This is an optimization exercise on Yosys and OpenROAD, whose aim is small area, a short achievable clock period and few clock cycles per item, not a production implementation. No functional check of the RTL was part of any run shown here. Power and IR drop assume default switching activity.

==> flow/design.v (outline; a module is shown in full before it is edited, if it fits) <==
// module mult_unit: 979 lines
// module mu_fa: 4 lines
// module mu_xor: 3 lines
// module mu_ha: 4 lines
module mult_unit (
    input  logic        clk_i,
    input  logic        rst_ni,
    input  logic        start_i,
    input  logic [2:0]  op_type_i,
    input  logic [31:0] operand_a_i,
    input  logic [31:0] operand_b_i,
    output logic [31:0] result_o,
    output logic        done_o,
    output logic        exception_valid_o,
    output logic [31:0] exception_cause_o
);
  // ...
==> flow/flow/run.sh <==
#!/bin/bash
# The standard layout, with repair_timing asked for extra setup slack and plain port buffers
bash standard.sh SETUP_SLACK_MARGIN=8.0 "BUFFER_PORTS_ARGS=-buffer_cell sky130_fd_sc_hd__buf_2" finish > standard.log 2>&1
==> flow/standard.sh <==
#!/bin/bash
# synth_recipe.tcl (not shown) runs the flow's synth.tcl, then flattens the netlist and writes it again
# the make line also repeats each setting of config.mk as NAME=value (left out here)
make -C /OpenROAD-flow-scripts/flow DESIGN_CONFIG=/design/flow/config.mk WORK_HOME=/design/flow/orfs CLKGATE_MAP_FILE= SYNTH_SCRIPT=/design/flow/synth_recipe.tcl "${@:-finish}"
==> flow/config.mk <==
export PLATFORM = sky130hd
export DESIGN_NAME = mult_unit
export DESIGN_NICKNAME = mult_unit
export VERILOG_FILES = /design/flow/design.v
export SDC_FILE = /design/flow/constraint.sdc
export NUM_CORES = 4
export LEC_CHECK = 0
export ABC_AREA = 1
export CAP_MARGIN = 20
export CORE_MARGIN = 2
export CORE_UTILIZATION = 60
export CTS_BUF_LIST = sky130_fd_sc_hd__clkbuf_8
export CTS_CLUSTER_SIZE = 40
export SLEW_MARGIN = 20
export SYNTH_HIERARCHICAL = 1
export SYNTH_MINIMUM_KEEP_SIZE = 0
==> flow/constraint.sdc <==
create_clock -name core_clock -period 15.0 [get_ports {clk_i}]
set_input_delay 3.0000 -clock core_clock [delete_from_list [all_inputs] [get_ports {clk_i}]]
set_output_delay 3.0000 -clock core_clock [all_outputs]
set_load 0.01 [all_outputs]
==> impl_metrics.tcl, run 1 <==
set metrics [dict create \
    fin_ws_ps 8000 \
    layout-drive-gt1-share 0.0904 \
    die_area_mm2 0.0454 \
    rsz0062_at_grt "no" \
    clock_power_share 0.059 \
    status "finished clean" \
    synth_simple_gate_area_frac 0.0438 \
    die_h_um 213 \
    crit_end "st_q[60]" \
    synth_edf_count 0 \
    cts_tree "built" \
    fp.dieW_um 213 \
    cp.depth 12 \
    finalSetupViolCount 0 \
    port_buffers 102 \
    max_slew_margin 0.255 \
    drtAntennaViolNets 0 \
    period_share 0.467 \
    area_dominant_class "multi-input gates" \
    use_met1 0.600 \
    cts_buffers 17 \
    initial_core_util 0.609 \
    nets 3360 \
    via_count 21500 \
    yosys-top-cells-area "fa_1, xnor2_1, o22ai_1, dfxtp_1, ha_1" \
    yosysTopAreaCell "fa_1" \
    antenna_found_initial 6 \
    synth_adder_area_share 0.436 \
    drc_errors 0 \
    avgSynthCellArea_um2 9.65 \
    synth_top_family_by_area "adder cells" \
    design_area_mm2 0.0275 \
    hold_class "input port to async pin" \
    cts-resized-gates 37 \
    synth.cell_area_mm2 0.0262 \
    grt-ovfl-total 0 \
]
==> run 2, diff against run 1 <==
--- a/flow/design.v
+++ b/flow/design.v
@@ -14,32 +14,32 @@
 );
     logic a_sgn, b_sgn;
     assign a_sgn = ~(op_type_i[1] & op_type_i[0]);
     assign b_sgn = ~op_type_i[1];
     logic [33:0] am;    
     assign am = {operand_a_i[31] & a_sgn, operand_a_i, 1'b0};
     logic [32:0] bm;    
     assign bm = {operand_b_i, 1'b0};
-    logic [15:0] one, two, neg, negz;
+    logic [15:0] neg, negz;
     logic [577:0] pp;
     genvar gj, gi;
     generate
         for (gj = 0; gj < 16; gj = gj + 1) begin : g_booth
             logic [33:0] x;    
-            mu_xor u_one (.a(bm[2*gj+1]), .b(bm[2*gj]), .y(one[gj]));
-            assign two[gj]  = (bm[2*gj+2] & ~bm[2*gj+1] & ~bm[2*gj]) | (~bm[2*gj+2] & bm[2*gj+1] & bm[2*gj]);
+            logic [1:0] one2, two2;
+            mu_benc u_enc0 (.b(bm[2*gj+2:2*gj]), .one(one2[0]), .two(two2[0]), .negz(negz[gj]));
+            mu_benc u_enc1 (.b(bm[2*gj+2:2*gj]), .one(one2[1]), .two(two2[1]), .negz());
             assign neg[gj]  = bm[2*gj+2];
-            assign negz[gj] = bm[2*gj+2] & ~(bm[2*gj+1] & bm[2*gj]);
             assign x = {am[33], am[33:1]} ^ {34{neg[gj]}};
-            assign pp[gj*34] = (one[gj] & x[0]) | (two[gj] & neg[gj]);
+            assign pp[gj*34] = (one2[0] & x[0]) | (two2[0] & neg[gj]);
             for (gi = 1; gi < 33; gi = gi + 1) begin : g_bit
-                assign pp[gj*34+gi] = (one[gj] & x[gi]) | (two[gj] & x[gi-1]);
+                assign pp[gj*34+gi] = (one2[gi/17] & x[gi]) | (two2[gi/17] & x[gi-1]);
             end
-            assign pp[gj*34+33] = ~((one[gj] | two[gj]) & x[33]);
+            assign pp[gj*34+33] = ~((one2[1] | two2[1]) & x[33]);
         end
     endgenerate
     logic d16;
     assign d16 = operand_b_i[31] & ~b_sgn;
     generate
         for (gi = 0; gi < 33; gi = gi + 1) begin : g_row16
             assign pp[16*34+gi] = d16 & am[gi+1];
         end
@@ -978,15 +978,17 @@
     assign done_o = done_q;
     assign exception_valid_o = 1'b0;
     assign exception_cause_o = '0;
 endmodule
 module mu_fa (input logic a, input logic b, input logic c, output logic s, output logic co);
     assign s  = a ^ b ^ c;
     assign co = (a & b) | (a & c) | (b & c);
 endmodule
-module mu_xor (input logic a, input logic b, output logic y);
-    assign y = a ^ b;
+module mu_benc (input logic [2:0] b, output logic one, output logic two, output logic negz);
+    assign one  = b[1] ^ b[0];
+    assign two  = ~one & (b[2] ^ b[1]);
+    assign negz = b[2] & (one | ~b[1]);
 endmodule
 module mu_ha (input logic a, input logic b, output logic s, output logic co);
     assign s  = a ^ b;
     assign co = a & b;
 endmodule
==> impl_metrics.tcl, run 2 <==
set metrics [dict create \
    max_freq_ghz 0.144 \
    initial_core_util 0.606 \
    area_growth_pct 4.37 \
    crit_fanout 21 \
    critical_path_class "input port to flip-flop" \
    final_common_cell "o22ai_1" \
    viasPerCell 6.32 \
    max_slew_margin 0.316 \
    drt_wl_total_um 84100 \
    power.total_mw 6.12 \
    cts.sinks 130 \
    port_buffers 102 \
    min_period_ps 6950 \
    grt_pass1_vias 22500 \
    finalHoldViolCount 0 \
    core_area_mm2 0.0441 \
    layout-drive-gt1-share 0.0713 \
    clkSlewWorstSetupHoldPaths_ps 80 \
    cp.arrival_ps 7390 \
    largest_reg_flops 127 \
    crit_chain "buf_2 > buf_12 > ha_1 > inv_1 > nand2_1 > nor2_1 > clkinvlp_4 > buf_12 > o21ai_0 > inv_1 > fa_1 > fa_1 > fa_1 > fa_1 > fa_1" \
    rows 77 \
    io_pins 136 \
    finalSetupViolCount 0 \
    hpwl_um 65900 \
    antenna_found_initial 3 \
    crit_required_ps 15440 \
    fp.dieW_um 215 \
    slew_violations 0 \
    maxCapViolCount 0 \
    postCtsHoldBufs 0 \
    tns_ps 0 \
    netlist_instances 2811 \
    top_register "st_q" \
    cp_common_cell "fa_1" \
    end_kind "flip-flop" \
    cts_tree "built" \
    rsz0062_at_grt "yes" \
    drt_iter0_drc 2090 \
    status "finished clean" \
    final_cell_mix "o22ai_1, xnor2_1, fa_1, inv_1, nand2_1" \
    largestRegisters "st_q: 127 flops, sel_q: 2 flops, done_q: 1 flops" \
    root_buffer "clkbuf_8" \
    max-clock-path-buffers 2 \
    layout.area.seq_mm2 0.00261 \
    htreeDepth 4 \
    die_h_um 215 \
    hold_class "input port to async pin" \
    drtAntennaViolNets 0 \
    drc_errors 0 \
    critPathLaunchType "input port" \
    period_share 0.463 \
    ys.warnings.count 7 \
    path_delay_family "adder cells" \
    avgSynthCellArea_um2 9.51 \
    worstPathBufferInverterCount 6 \
    tightest_slew_ps 1020 \
    leakage_nw 11.6 \
    die_area_mm2 0.0463 \
    synth.cell_area_mm2 0.0267 \
    cpMaxStageDelayCell "fa_1" \
    cts_buffers 17 \
    grt_pass1_wl_um 129000 \
    place.gp.congestion 0.963 \
    fillers 3826 \
    first_pass_iters 6 \
    max_stage_delay_ps 560 \
    wl_per_cell_um 24.9 \
    grt-ovfl-total 0 \
    multi_input_comb_area_mm2 0.0221 \
    nets 3481 \
    via_count 21300 \
    ir_worst_vdd_v 0.000209 \
    grt.total_usage 0.372 \
    grt_max_degree 42 \
    power_density_mw_per_mm2 219 \
]
-- run 2: final cells by class --
class,count,area share
Sequential cell,130,0.0934
Timing Repair Buffer,135,0.0343
Antenna cell,3,0.000269
Tap cell,592,0.0265
Clock buffer,18,0.00888
Clock inverter,14,0.00587
Multi-Input combinational cell,2189,0.790
Inverter,292,0.0403
-- run 2: where the power goes --
part | leakage, nW | internal [mW] | switching, mW
clock network | 0.210 | 0.167 | 0.166
logic | 10.2 | 2.18 | 2.87
registers | 1.10 | 0.639 | 0.0891
-- run 2: layer usage --
| layer | GRT usage | vias to the layer above | share of wire |
|---|---|---|---|
| li1 | - | 9231 | - |
| met1 | 0.467 | 10700 | 0.39 |
| met2 | 0.604 | 1137 | 0.47 |
| met3 | 0.0781 | 299 | 0.084 |
| met4 | 0.207 | 2 | 0.058 |
| met5 | 0 | - | 0.00015 |
-- run 2: worst max path at each step --
stage / start / endpoint / slack, ps / cells after the start
2_1_floorplan: operand_b_i[5] / st_q[66] / 8160 / 13
4_1_cts: operand_b_i[17] / st_q[70] / 7990 / 15
6_report: operand_b_i[9] / st_q[86] / 8050 / 15
3_3_place_gp: operand_b_i[15] / st_q[70] / 7050 / 14
5_1_grt: operand_b_i[9] / st_q[76] / 7970 / 15
3_5_place_dp: operand_b_i[15] / st_q[70] / 6960 / 14
-- run 2: stage by stage --
| stage | util | std cells | cell area [um2] | setup WS, ps | hold WS [ps] |
|---|---|---|---|---|---|
| final | 0.632 | 3373 | 27900 | 8050 | 2190 |
| after global routing | 0.632 | 3371 | 27900 | 7970 | 2160 |
| after CTS | 0.626 | 3360 | 27600 | 7990 | 2140 |
| after detailed placement | 0.615 | 3326 | 27100 | 6960 | 2780 |
| after global placement | 0.615 | 3326 | 27100 | 7050 | 2780 |
| after floorplan | - | 2845 | 26900 | 8160 | 2700 |
-- run 2: timing repair --
action                     in CTS  in global routing
buffers inserted                2                  8
gates cloned                    0                  2
setup endpoints to repair      33                 36
resized for setup              14                 43

## port drivers added, routing unchanged
No port has a modelled driver above. Below, the same layouts with a new extraction and two added sets of constraints.
Step 1 sets driving cells, clkbuf_16 on the clock port and buf_2 on the other inputs (assumed; they add their load-dependent delay and slew).
Step 2 also shifts input and output timing later by t, the mid clock arrival at the registers, as if the neighbouring blocks saw the same clock.
a / b / c = ideal / step 1 / step 2; a / b = the first two.
run	shift t [ns]	setup slack, ns	latest minus earliest clock arrival (ns)
run 1	0.564	7.995 / 8.023 / 7.459	0.024 / 0.023
run 2	0.623	8.053 / 8.079 / 7.455	0.033 / 0.033
After both steps setup and hold are still met in every run listed. For run 2, which loses most, drivers alone change the setup slack by +0.026 ns; drivers and shift together by -0.598 ns.
